From an optimization exercise on the open Yosys and OpenROAD flow, aimed at small area; shortcuts taken in it are not production practice. Where RTL was checked, it was by simulation tests only, not by an equivalence proof against the original.

== rev 12 ==
==> module fifo_ctrl, before the edit <==
module fifo_ctrl (
    input logic rst, push_i, pop_i,
    input logic [4:0] rd_ptr, wr_ptr,
    output logic [4:0] rd_next, wr_next,
    output logic [15:0] we, keep, rsel,
    output logic hold_out,
    output logic fifo_full, fifo_empty);
  logic low_eq, push, pop;
  assign low_eq     = (rd_ptr[3:0] == wr_ptr[3:0]);
  assign fifo_full  = low_eq & (rd_ptr[4] ^ wr_ptr[4]);
  assign fifo_empty = low_eq & ~(rd_ptr[4] ^ wr_ptr[4]);
  assign push = push_i & ~rst;
  assign pop  = pop_i & ~rst;
  assign hold_out = ~pop;
  fifo_count u_wr (.rst(rst), .inc(push_i), .p(wr_ptr), .n(wr_next));
  fifo_count u_rd (.rst(rst), .inc(pop_i), .p(rd_ptr), .n(rd_next));
  logic [3:0] w_lo_we_n, w_hi_n, r_lo_n, r_hi_n;
  always_comb begin
    for (int j = 0; j < 4; j++) begin
      w_lo_we_n[j] = ~((wr_ptr[1:0] == j[1:0]) & push);
      w_hi_n[j]    = ~(wr_ptr[3:2] == j[1:0]);
      r_lo_n[j]    = ~((rd_ptr[1:0] == j[1:0]) & pop);
      r_hi_n[j]    = ~(rd_ptr[3:2] == j[1:0]);
    end
  end
  for (genvar w = 0; w < 16; w++) begin : g_sel
    fifo_nor2 u_we (.a(w_lo_we_n[w % 4]), .b(w_hi_n[w / 4]), .y(we[w]));
    fifo_inv u_keep (.a(we[w]), .y(keep[w]));
    fifo_nor2 u_rs (.a(r_lo_n[w % 4]), .b(r_hi_n[w / 4]), .y(rsel[w]));
  end
endmodule
==> module fifo_inv, before the edit <==
module fifo_inv (
    input logic a,
    output logic y);
  assign y = ~a;
endmodule
clock: 5.0 ns
lec_check: 0
cap_margin: 20
core_margin: 2
core_utilization: 65
slew_margin: 20
synth_hierarchical: 1
standard.sh (not shown) runs the stock make flow with config.mk's settings and CLKGATE_MAP_FILE= SYNTH_SCRIPT=/design/flow/synth_recipe.tcl, a recipe that flattens the netlist after the stock synthesis.
==> flow/flow/run.sh <==
#!/bin/bash
set -e
here=$(pwd)
export BUFFER_PORTS_ARGS="-buffer_cell sky130_fd_sc_hd__buf_1"
export PRE_RESIZE_TCL="$here/flow/downsize.tcl"
export CTS_ARGS="-sink_clustering_enable -repair_clock_nets -dont_use_dummy_load -buf_list sky130_fd_sc_hd__clkbuf_8 -sink_clustering_size 16 -sink_clustering_max_diameter 50"
bash standard.sh > standard.log 2>&1
==> flow/flow/downsize.tcl <==
# Before placement repair: set every combinational cell to its smallest
# drive strength. repair_design (run right after this by ORFS) and the
# later timing repair size up only what slew, capacitance or timing need.
set db [ord::get_db]
set n 0
foreach inst [[ord::get_db_block] getInsts] {
  set m [$inst getMaster]
  set name [$m getName]
  if {[$m getType] ne "CORE"} { continue }
  if {![regexp {^(sky130_fd_sc_hd__[a-z0-9]+)_([0-9]+)$} $name -> base size]} { continue }
  if {$size <= 1} { continue }
  if {[regexp {^sky130_fd_sc_hd__(df|edf|sdf|dl|clk)} $name]} { continue }
  set small [$db findMaster ${base}_1]
  if {$small eq "NULL" || $small eq ""} { continue }
  if {[$small getWidth] >= [$m getWidth]} { continue }
  $inst swapMaster $small
  incr n
}
puts "downsize.tcl: $n cells set to drive strength 1"
Rev 12 completed; timing, DRC and antenna clean
Here is what was changed in the inputs of rev 13 compared with rev 12.
==> flow/design.v, changed modules only <==
module fifo_ctrl (
    input logic rst, push_i, pop_i,
    input logic [4:0] rd_ptr, wr_ptr,
    output logic [4:0] rd_next, wr_next,
    output logic [15:0] we, keep, rsel,
    output logic hold_out,
    output logic fifo_full, fifo_empty);
  logic low_eq, push, pop, hold_full;
  assign low_eq     = (rd_ptr[3:0] == wr_ptr[3:0]);
  assign fifo_full  = low_eq & (rd_ptr[4] ^ wr_ptr[4]);
  assign fifo_empty = low_eq & ~(rd_ptr[4] ^ wr_ptr[4]);
  assign push = push_i & ~rst;
  assign pop  = pop_i & ~rst;
  assign hold_full = fifo_full & ~push;
  assign hold_out = ~pop;
  fifo_count u_wr (.rst(rst), .inc(push_i), .p(wr_ptr), .n(wr_next));
  fifo_count u_rd (.rst(rst), .inc(pop_i), .p(rd_ptr), .n(rd_next));
  logic [3:0] w_lo_we_n, w_hi_n, w_lo_clr, w_hi, r_lo_n, r_hi_n;
  always_comb begin
    for (int j = 0; j < 4; j++) begin
      w_lo_we_n[j] = ~((wr_ptr[1:0] == j[1:0]) & push);
      w_hi_n[j]    = ~(wr_ptr[3:2] == j[1:0]);
      w_lo_clr[j]  = (wr_ptr[1:0] == j[1:0]) & ~hold_full;
      w_hi[j]      = (wr_ptr[3:2] == j[1:0]);
      r_lo_n[j]    = ~((rd_ptr[1:0] == j[1:0]) & pop);
      r_hi_n[j]    = ~(rd_ptr[3:2] == j[1:0]);
    end
  end
  for (genvar w = 0; w < 16; w++) begin : g_sel
    fifo_nor2 u_we (.a(w_lo_we_n[w % 4]), .b(w_hi_n[w / 4]), .y(we[w]));
    fifo_nand2 u_keep (.a(w_lo_clr[w % 4]), .b(w_hi[w / 4]), .y(keep[w]));
    fifo_nor2 u_rs (.a(r_lo_n[w % 4]), .b(r_hi_n[w / 4]), .y(rsel[w]));
  end
endmodule
module fifo_nand2 (
    input logic a, b,
    output logic y);
  assign y = ~(a & b);
endmodule
// module fifo_inv removed
Notes after the runs:
Rev 12 | status: complete | timing, DRC, antenna: pass. Rev 13 finished end to end and its layout was clean on timing, DRC and antenna. Any difference in final standard cell area without fillers between rev 12 and rev 13 is small enough to ignore. For post-placement cell area, rev 12 and rev 13 come out practically identical. Delta (rev 13 minus rev 12): x dimension of the die up 0.58 um, die area up about 0.9%, share of the final layout cell area in sequential cells flat.
No functional check of the RTL was part of rev 12.

-- separate check: timing with driven ports --
The results above use ideal ports. As a check the final layouts listed here were re-extracted and re-timed, cells and wires unchanged.
Step 1, drivers: a clkbuf_16 drives clk and a buf_2 each remaining input, both assumed.
Step 2 times the ports against the registers' clock, not the clock port: input delays grow and output delays shrink by t, the midpoint of the rising clock arrivals with the driver on.
a / b / c = ideal ports / drivers / drivers and shift; a / b = the first two.
run	t, ns	setup slack, ns	worst setup path at the end	latest minus earliest clock arrival (ns)
rev 12	0.568	1.540 / 1.549 / 0.981	input to register	0.058 / 0.058
rev 13	0.564	1.599 / 1.614 / 1.050	input to register	0.072 / 0.072
After both steps every run listed still meets setup and hold. The setup slack of rev 12, which loses most, moves by +0.009 ns with the drivers and by -0.559 ns with both steps.
